Source: an optimization exercise on an open RTL-to-GDS flow (aim: small area). Production flows keep margins and buffers that such runs may drop. Function was checked by simulation only, so behaviour that the tests miss may differ from the original. No activity file was given, so power comes from the tool's default toggle rates.

==> exp/zinc <==
// bmd_display_engine
module bmd_display_engine (
    input  wire        clk,
    input  wire        aresetn,
    input  wire        init_done,
    input  wire [31:0] fb_start_address,
    output wire [31:0] m_axi_araddr,
    output wire [7:0]  m_axi_arlen,
    output wire        m_axi_arvalid,
    input  wire        m_axi_arready,
    input  wire [63:0] m_axi_rdata,
    input  wire        m_axi_rlast,
    input  wire        m_axi_rvalid,
    output wire        m_axi_rready,
    output wire [7:0]  red,
    output wire [7:0]  green,
    output wire [7:0]  blue,
    output wire        hsyncx,
    output wire        vsyncx,
    output wire        display_enable
);
    reg  [9:0]  g, vf;
    reg         pre;         
    reg         arvalid, busy;
    reg  [11:0] alo;
    reg         acy;
    reg  [23:0] rgb;
    reg  [767:0] sr;         
    wire g_end  = (g == 10'd799);
    wire vf_act = (vf < 10'd480);
    wire g_lo   = (g < 10'd33);              
    wire in_b   = g[9] & (g[8:5] == 4'd0);   
    wire top    = ~g[9] & vf_act;            
    wire de_g   = (g >= 10'd32) & (g < 10'd672);
    wire de     = de_g & vf_act;             
    wire dir    = g[9] & ~in_b;              
    wire [23:0] pix = g[0] ? m_axi_rdata[55:32] : m_axi_rdata[23:0];
    wire rready    = ((top | (dir & de)) & g[0]);
    wire rlast_acc = m_axi_rvalid & rready & m_axi_rlast;
    wire fstart    = (vf == 10'd493) & (g == 10'd0);    
    wire last      = (vf == 10'd479) & g[9];
    wire issue     = (rlast_acc & ~last) | fstart | (pre & init_done & ~busy);
    always @(posedge clk) begin
        if (!aresetn) begin
            g <= 10'd785;
            vf <= 10'd523;
            pre <= 1'b1;
            arvalid <= 1'b0;
            busy <= 1'b0;
        end else begin
            if (!pre) begin
                g <= g_end ? 10'd0 : g + 10'd1;
                if (g_end)
                    vf <= (vf == 10'd523) ? 10'd0 : vf + 10'd1;
            end
            if (m_axi_rvalid & busy)
                pre <= 1'b0;
  ...
==> flow/config.mk <==
export PLATFORM = sky130hd
export DESIGN_NAME = bmd_display_engine
export DESIGN_NICKNAME = bmd_display_engine
export VERILOG_FILES = /design/flow/design.v
export SDC_FILE = /design/flow/constraint.sdc
export NUM_CORES = 4
export LEC_CHECK = 0
export CAP_MARGIN = 20
export CORE_MARGIN = 2
export CORE_UTILIZATION = 65
export PLACE_DENSITY = 0.85
export SLEW_MARGIN = 20
export SYNTH_MEMORY_MAX_BITS = 16384
==> flow/constraint.sdc <==
create_clock -name core_clock -period 10.0 [get_ports {clk}]
set_input_delay 2.0000 -clock core_clock [delete_from_list [all_inputs] [get_ports {clk}]]
set_output_delay 2.0000 -clock core_clock [all_outputs]
set_load 0.01 [all_outputs]
standard.sh (not shown) runs the stock make flow with config.mk's settings and CLKGATE_MAP_FILE= SYNTH_SCRIPT=/design/flow/synth_recipe.tcl, a recipe that flattens the netlist after the stock synthesis.
==> flow/flow/run.sh <==
#!/bin/bash
# Layout: the standard flow (standard.sh) with these changes:
#  - after the standard synthesis, its combinational cells are re-mapped for
#    area by Yosys/ABC (flow/reopt.ys); every flip-flop keeps its name and cell
#  - ports are buffered with buf_1 instead of the default buffer cell
#  - clock tree: no dummy loads, clkbuf_8 with larger sink clusters
# Each tool's output goes to a log file in this folder (ORFS's own logs are
# under orfs/logs).
set -euo pipefail
export BUFFER_PORTS_ARGS="-buffer_cell sky130_fd_sc_hd__buf_1"
export CTS_ARGS="-sink_clustering_enable -repair_clock_nets -dont_use_dummy_load -buf_list sky130_fd_sc_hd__clkbuf_8 -sink_clustering_size 22 -sink_clustering_max_diameter 60"
R=orfs/results/$FLOW_PLATFORM/bmd_display_engine/base
LIB=$FLOW_HOME/platforms/$FLOW_PLATFORM/lib/sky130_fd_sc_hd__tt_025C_1v80.lib
bash standard.sh synth > make_synth.log 2>&1
cp $R/1_2_yosys.v std_synth.v
sed -e "s#@LIB@#$LIB#g" -e "s#@IN@#std_synth.v#" -e "s#@OUT@#reopt.v#" \
    -e "s#@TOP@#$FLOW_TOP#" -e "s#@STAT@#reopt_stat.txt#" flow/reopt.ys > reopt.ys
yosys -s reopt.ys > yosys_reopt.log 2>&1
# the flip-flops must be the standard synthesis's, by name and cell
grep -E '^ *sky130_fd_sc_hd__[a-z]*df[a-z0-9_]* ' std_synth.v | sort > ff_std.txt
grep -E '^ *sky130_fd_sc_hd__[a-z]*df[a-z0-9_]* ' reopt.v | sort > ff_reopt.txt
cmp ff_std.txt ff_reopt.txt
cp reopt.v $R/1_2_yosys.v
bash standard.sh finish > make_finish.log 2>&1
==> flow/flow/reopt.ys <==
# Re-map the combinational cells of the standard synthesis for area.
# Registers (all flip-flop cells) are kept as they are, with their names.
read_liberty -ignore_miss_func @LIB@
read_verilog @IN@
hierarchy -top @TOP@
setattr -mod -set keep_hierarchy 1 sky130_fd_sc_hd__*df* sky130_fd_sc_hd__*dl*
flatten
# names of the flattened cells' pins would alias the ports
rename -hide w:*.*
opt_clean
abc -liberty @LIB@ -dont_use sky130_fd_sc_hd__lpflow_* -dont_use sky130_fd_sc_hd__probe* -script +strash;dc2;dch,-f;amap;topo
splitnets
opt_clean -purge
hilomap -singleton -hicell sky130_fd_sc_hd__conb_1 HI -locell sky130_fd_sc_hd__conb_1 LO
insbuf -buf sky130_fd_sc_hd__buf_4 A X
tee -o @STAT@ stat -liberty @LIB@
delete sky130_fd_sc_hd__*
write_verilog -noattr -nohex -nodec @OUT@
==> exp/cedar: changes against exp/zinc <==
--- a/flow/flow/run.sh
+++ b/flow/flow/run.sh
@@ -10,3 +10,3 @@
 export BUFFER_PORTS_ARGS="-buffer_cell sky130_fd_sc_hd__buf_1"
-export CTS_ARGS="-sink_clustering_enable -repair_clock_nets -dont_use_dummy_load -buf_list sky130_fd_sc_hd__clkbuf_8 -sink_clustering_size 22 -sink_clustering_max_diameter 60"
+export CTS_ARGS="-sink_clustering_enable -repair_clock_nets -dont_use_dummy_load -buf_list sky130_fd_sc_hd__clkbuf_8 -sink_clustering_size 20 -sink_clustering_max_diameter 50"
 R=orfs/results/$FLOW_PLATFORM/bmd_display_engine/base
--- a/flow/config.mk
+++ b/flow/config.mk
@@ -10,3 +10,2 @@
 export CORE_UTILIZATION = 65
-export PLACE_DENSITY = 0.85
 export SLEW_MARGIN = 20
==> exp/ember: changes against exp/zinc <==
--- a/flow/config.mk
+++ b/flow/config.mk
@@ -9,4 +9,3 @@
 export CORE_MARGIN = 2
-export CORE_UTILIZATION = 65
-export PLACE_DENSITY = 0.85
+export CORE_UTILIZATION = 55
 export SLEW_MARGIN = 20
==> results.txt <==
	exp/ember	exp/zinc	exp/cedar
Data buffer area share	0.0273	0.0271	0.0256
Worst reg-to-reg setup slack	6150 ps	5440 ps	4990 ps
Internal power consumption	4070 µW	4050 µW	4100 µW
Synthesis-to-finish area growth	8.93%	8.26%	8.56%
Total clock buffers created by CTS	45	43	49
Clock buffer and inverter area fraction after layout	0.0310	0.0298	0.0339
Die span in y	187 µm	172 µm	172 µm
N_taps	442	378	378
Detailed placement HPWL	12.8 mm	14.9 mm	12.5 mm
Vias per Instance	4.39	4.64	4.55
Share of the clock period used by the worst path	0.545	0.554	0.544
Relative slew margins	0.534	0.322	0.317
Via count	7575	7690	7577
Reported sequential group power	3710 µW	3720 µW	3710 µW
Sequential group share of total power	0.736	0.740	0.733
Utilization after layout	0.611	0.715	0.716
Worst Tran Pin Value	681 ps	1010 ps	1020 ps
Status	complete, no violations	complete, no violations	complete, no violations
Proportion of power drawn by the clock network	0.251	0.246	0.254
Seq/total area	0.836	0.841	0.839
Crit path launch	fb_start_address[22]	fb_start_address[21]	fb_start_address[21]

---

==> run a: inputs <==
==> flow/design.v <==
`default_nettype none
module bmd_display_engine (
    input  wire        clk,
    input  wire        aresetn,
    input  wire        init_done,
    input  wire [31:0] fb_start_address,
    output wire [31:0] m_axi_araddr,
    output wire [7:0]  m_axi_arlen,
    output wire        m_axi_arvalid,
    input  wire        m_axi_arready,
    input  wire [63:0] m_axi_rdata,
    input  wire        m_axi_rlast,
    input  wire        m_axi_rvalid,
    output wire        m_axi_rready,
    output wire [7:0]  red,
    output wire [7:0]  green,
    output wire [7:0]  blue,
    output wire        hsyncx,
    output wire        vsyncx,
    output wire        display_enable
);
    reg  [9:0]  g, vf;
    reg         pre;         
    reg         arvalid, busy;
    reg  [11:0] alo;
    reg         acy;
    reg  [23:0] rgb;
    reg  [767:0] sr;         
    wire g_end  = (g == 10'd799);
    wire vf_act = (vf < 10'd480);
    wire g_lo   = (g < 10'd33);              
    wire in_b   = g[9] & (g[8:5] == 4'd0);   
    wire top    = ~g[9] & vf_act;            
    wire de_g   = (g >= 10'd32) & (g < 10'd672);
    wire de     = de_g & vf_act;             
    wire dir    = g[9] & ~in_b;              
    wire [23:0] pix = g[0] ? m_axi_rdata[55:32] : m_axi_rdata[23:0];
    wire rready    = ((top | (dir & de)) & g[0]);
    wire rlast_acc = m_axi_rvalid & rready & m_axi_rlast;
    wire fstart    = (vf == 10'd493) & (g == 10'd0);    
    wire last      = (vf == 10'd479) & g[9];
    wire issue     = (rlast_acc & ~last) | fstart | (pre & init_done & ~busy);
    always @(posedge clk) begin
        if (!aresetn) begin
            g <= 10'd785;
            vf <= 10'd523;
            pre <= 1'b1;
            arvalid <= 1'b0;
            busy <= 1'b0;
        end else begin
            if (!pre) begin
                g <= g_end ? 10'd0 : g + 10'd1;
                if (g_end)
                    vf <= (vf == 10'd523) ? 10'd0 : vf + 10'd1;
            end
            if (m_axi_rvalid & busy)
                pre <= 1'b0;
            arvalid <= arvalid ? ~m_axi_arready : issue;
            busy <= issue | (busy & ~rlast_acc);
        end
    end
    wire [12:0] alo_inc = {1'b0, alo} + (in_b ? 13'd1 : 13'd4);
    always @(posedge clk) begin
        if (!aresetn | fstart) begin
            alo <= fb_start_address[20:9];
            acy <= 1'b0;
        end else if (arvalid & m_axi_arready) begin
            alo <= alo_inc[11:0];
            acy <= acy | alo_inc[12];
        end
    end
    always @(posedge clk) begin
        sr  <= {pix, sr[767:24]};
        rgb <= de ? (dir ? pix : sr[23:0]) : 24'd0;
    end
    assign m_axi_araddr  = {fb_start_address[31:21] + {10'd0, acy}, alo, fb_start_address[8:3], 3'b000};
    assign m_axi_arlen   = {~in_b, ~in_b, 6'b111111};
    assign m_axi_arvalid = arvalid;
    assign m_axi_rready  = rready;
    assign red   = rgb[23:16];
    assign green = rgb[15:8];
    assign blue  = rgb[7:0];
    assign hsyncx = ~((g >= 10'd689) & (g < 10'd785));
    assign vsyncx = ~(((vf == 10'd491) & ~g_lo) | (vf == 10'd492) | ((vf == 10'd493) & g_lo));
    assign display_enable = de;
endmodule
`default_nettype wire
==> flow/flow/run.sh <==
#!/bin/bash
# Layout: the standard flow (standard.sh) with these changes:
#  - after the standard synthesis, its combinational cells are re-mapped for
#    area by Yosys/ABC (flow/reopt.ys); every flip-flop keeps its name and cell
#  - ports are buffered with buf_1 instead of the default buffer cell
#  - clock tree: no dummy loads, clkbuf_8 with larger sink clusters
# Each tool's output goes to a log file in this folder (ORFS's own logs are
# under orfs/logs).
set -euo pipefail
export BUFFER_PORTS_ARGS="-buffer_cell sky130_fd_sc_hd__buf_1"
export CTS_ARGS="-sink_clustering_enable -repair_clock_nets -dont_use_dummy_load -buf_list sky130_fd_sc_hd__clkbuf_4 -sink_clustering_size 12 -sink_clustering_max_diameter 35"
R=orfs/results/$FLOW_PLATFORM/bmd_display_engine/base
LIB=$FLOW_HOME/platforms/$FLOW_PLATFORM/lib/sky130_fd_sc_hd__tt_025C_1v80.lib
bash standard.sh synth > make_synth.log 2>&1
cp $R/1_2_yosys.v std_synth.v
sed -e "s#@LIB@#$LIB#g" -e "s#@IN@#std_synth.v#" -e "s#@OUT@#reopt.v#" \
    -e "s#@TOP@#$FLOW_TOP#" -e "s#@STAT@#reopt_stat.txt#" flow/reopt.ys > reopt.ys
yosys -s reopt.ys > yosys_reopt.log 2>&1
# the flip-flops must be the standard synthesis's, by name and cell
grep -E '^ *sky130_fd_sc_hd__[a-z]*df[a-z0-9_]* ' std_synth.v | sort > ff_std.txt
grep -E '^ *sky130_fd_sc_hd__[a-z]*df[a-z0-9_]* ' reopt.v | sort > ff_reopt.txt
cmp ff_std.txt ff_reopt.txt
cp reopt.v $R/1_2_yosys.v
bash standard.sh finish > make_finish.log 2>&1
==> flow/flow/reopt.ys <==
# Re-map the combinational cells of the standard synthesis for area.
# Registers (all flip-flop cells) are kept as they are, with their names.
read_liberty -ignore_miss_func @LIB@
read_verilog @IN@
hierarchy -top @TOP@
setattr -mod -set keep_hierarchy 1 sky130_fd_sc_hd__*df* sky130_fd_sc_hd__*dl*
flatten
# names of the flattened cells' pins would alias the ports
rename -hide w:*.*
opt_clean
abc -liberty @LIB@ -dont_use sky130_fd_sc_hd__lpflow_* -dont_use sky130_fd_sc_hd__probe* -script +strash;dc2;dch,-f;amap;topo
splitnets
opt_clean -purge
hilomap -singleton -hicell sky130_fd_sc_hd__conb_1 HI -locell sky130_fd_sc_hd__conb_1 LO
insbuf -buf sky130_fd_sc_hd__buf_4 A X
tee -o @STAT@ stat -liberty @LIB@
delete sky130_fd_sc_hd__*
write_verilog -noattr -nohex -nodec @OUT@
==> flow/standard.sh <==
#!/bin/bash
# synth_recipe.tcl (not shown) runs the flow's synth.tcl, then flattens the netlist and writes it again
# the make line also repeats each setting of config.mk as NAME=value (left out here)
make -C /OpenROAD-flow-scripts/flow DESIGN_CONFIG=/design/flow/config.mk WORK_HOME=/design/flow/orfs CLKGATE_MAP_FILE= SYNTH_SCRIPT=/design/flow/synth_recipe.tcl "${@:-finish}"
==> flow/config.mk <==
export PLATFORM = sky130hd
export DESIGN_NAME = bmd_display_engine
export DESIGN_NICKNAME = bmd_display_engine
export VERILOG_FILES = /design/flow/design.v
export SDC_FILE = /design/flow/constraint.sdc
export NUM_CORES = 4
export LEC_CHECK = 0
export CAP_MARGIN = 20
export CORE_MARGIN = 2
export CORE_UTILIZATION = 65
export SLEW_MARGIN = 20
export SYNTH_MEMORY_MAX_BITS = 16384
==> flow/constraint.sdc <==
create_clock -name core_clock -period 10.0 [get_ports {clk}]
set_input_delay 2.0000 -clock core_clock [delete_from_list [all_inputs] [get_ports {clk}]]
set_output_delay 2.0000 -clock core_clock [all_outputs]
set_load 0.01 [all_outputs]
==> run b: changes against run a <==
--- a/flow/flow/run.sh
+++ b/flow/flow/run.sh
@@ -8,7 +8,7 @@
 # under orfs/logs).
 set -euo pipefail
 export BUFFER_PORTS_ARGS="-buffer_cell sky130_fd_sc_hd__buf_1"
-export CTS_ARGS="-sink_clustering_enable -repair_clock_nets -dont_use_dummy_load -buf_list sky130_fd_sc_hd__clkbuf_4 -sink_clustering_size 12 -sink_clustering_max_diameter 35"
+export CTS_ARGS="-sink_clustering_enable -repair_clock_nets -dont_use_dummy_load -buf_list sky130_fd_sc_hd__clkbuf_8 -sink_clustering_size 22 -sink_clustering_max_diameter 60"
 R=orfs/results/$FLOW_PLATFORM/bmd_display_engine/base
 LIB=$FLOW_HOME/platforms/$FLOW_PLATFORM/lib/sky130_fd_sc_hd__tt_025C_1v80.lib
 bash standard.sh synth > make_synth.log 2>&1
CORE_UTILIZATION = 72   (was 65)
==> comparison <==
- Run a completed with no timing, DRC or antenna violations. Run b completed without violations.
- Final area: run b is lower than run a (0.52%).
- Against run a, the setup slack of run b is worse by 14 ps.
- Synthesized cell count is the same in run b and run a.
- Between run a and run b, the lower utilization is in run a (gap 7.2 points).
- Of run b and run a, run a has the higher count of clock-buffer cells in the layout (gap 43).
- In total power, run a and run b hardly differ.
- Between run b and run a, the lower die area is in run b (gap about 9%, measured against run a).
- Area after synthesis is the same in run a and run b.

static timing again, ports no longer ideal:
How much do the figures lean on ideal ports? The routed layouts below were timed once more, with nothing changed but the port constraints.
Step 1 assumes that a clkbuf_16 drives the clock port and a buf_2 every other input.
Step 2 moves the port delays by t, midway between the first and last clock arrival at a register: inputs arrive t later, outputs are due t later. That takes back most of the time a late clock gives input paths.
Three values: ideal ports, drivers, drivers and shift; two values: the first two.
run | t (ns) | slack for setup (ns) | worst slew at a driven data input, ns | pins driven straight from the clock port
exp/zinc | 0.600 | 4.464 / 4.442 / 4.442 | 0.06 | 1
exp/cedar | 0.596 | 4.560 / 4.537 / 4.537 | 0.06 | 1
exp/ember | 0.603 | 4.546 / 4.524 / 4.524 | 0.06 | 1
run a | 0.707 | 4.510 / 4.470 / 4.537 | 0.06 | 1
run b | 0.584 | 4.496 / 4.474 / 4.474 | 0.07 | 1
After both steps every run listed still meets setup and hold. The setup slack of exp/cedar, which loses most, moves by -0.023 ns with the drivers and by -0.023 ns with both steps.
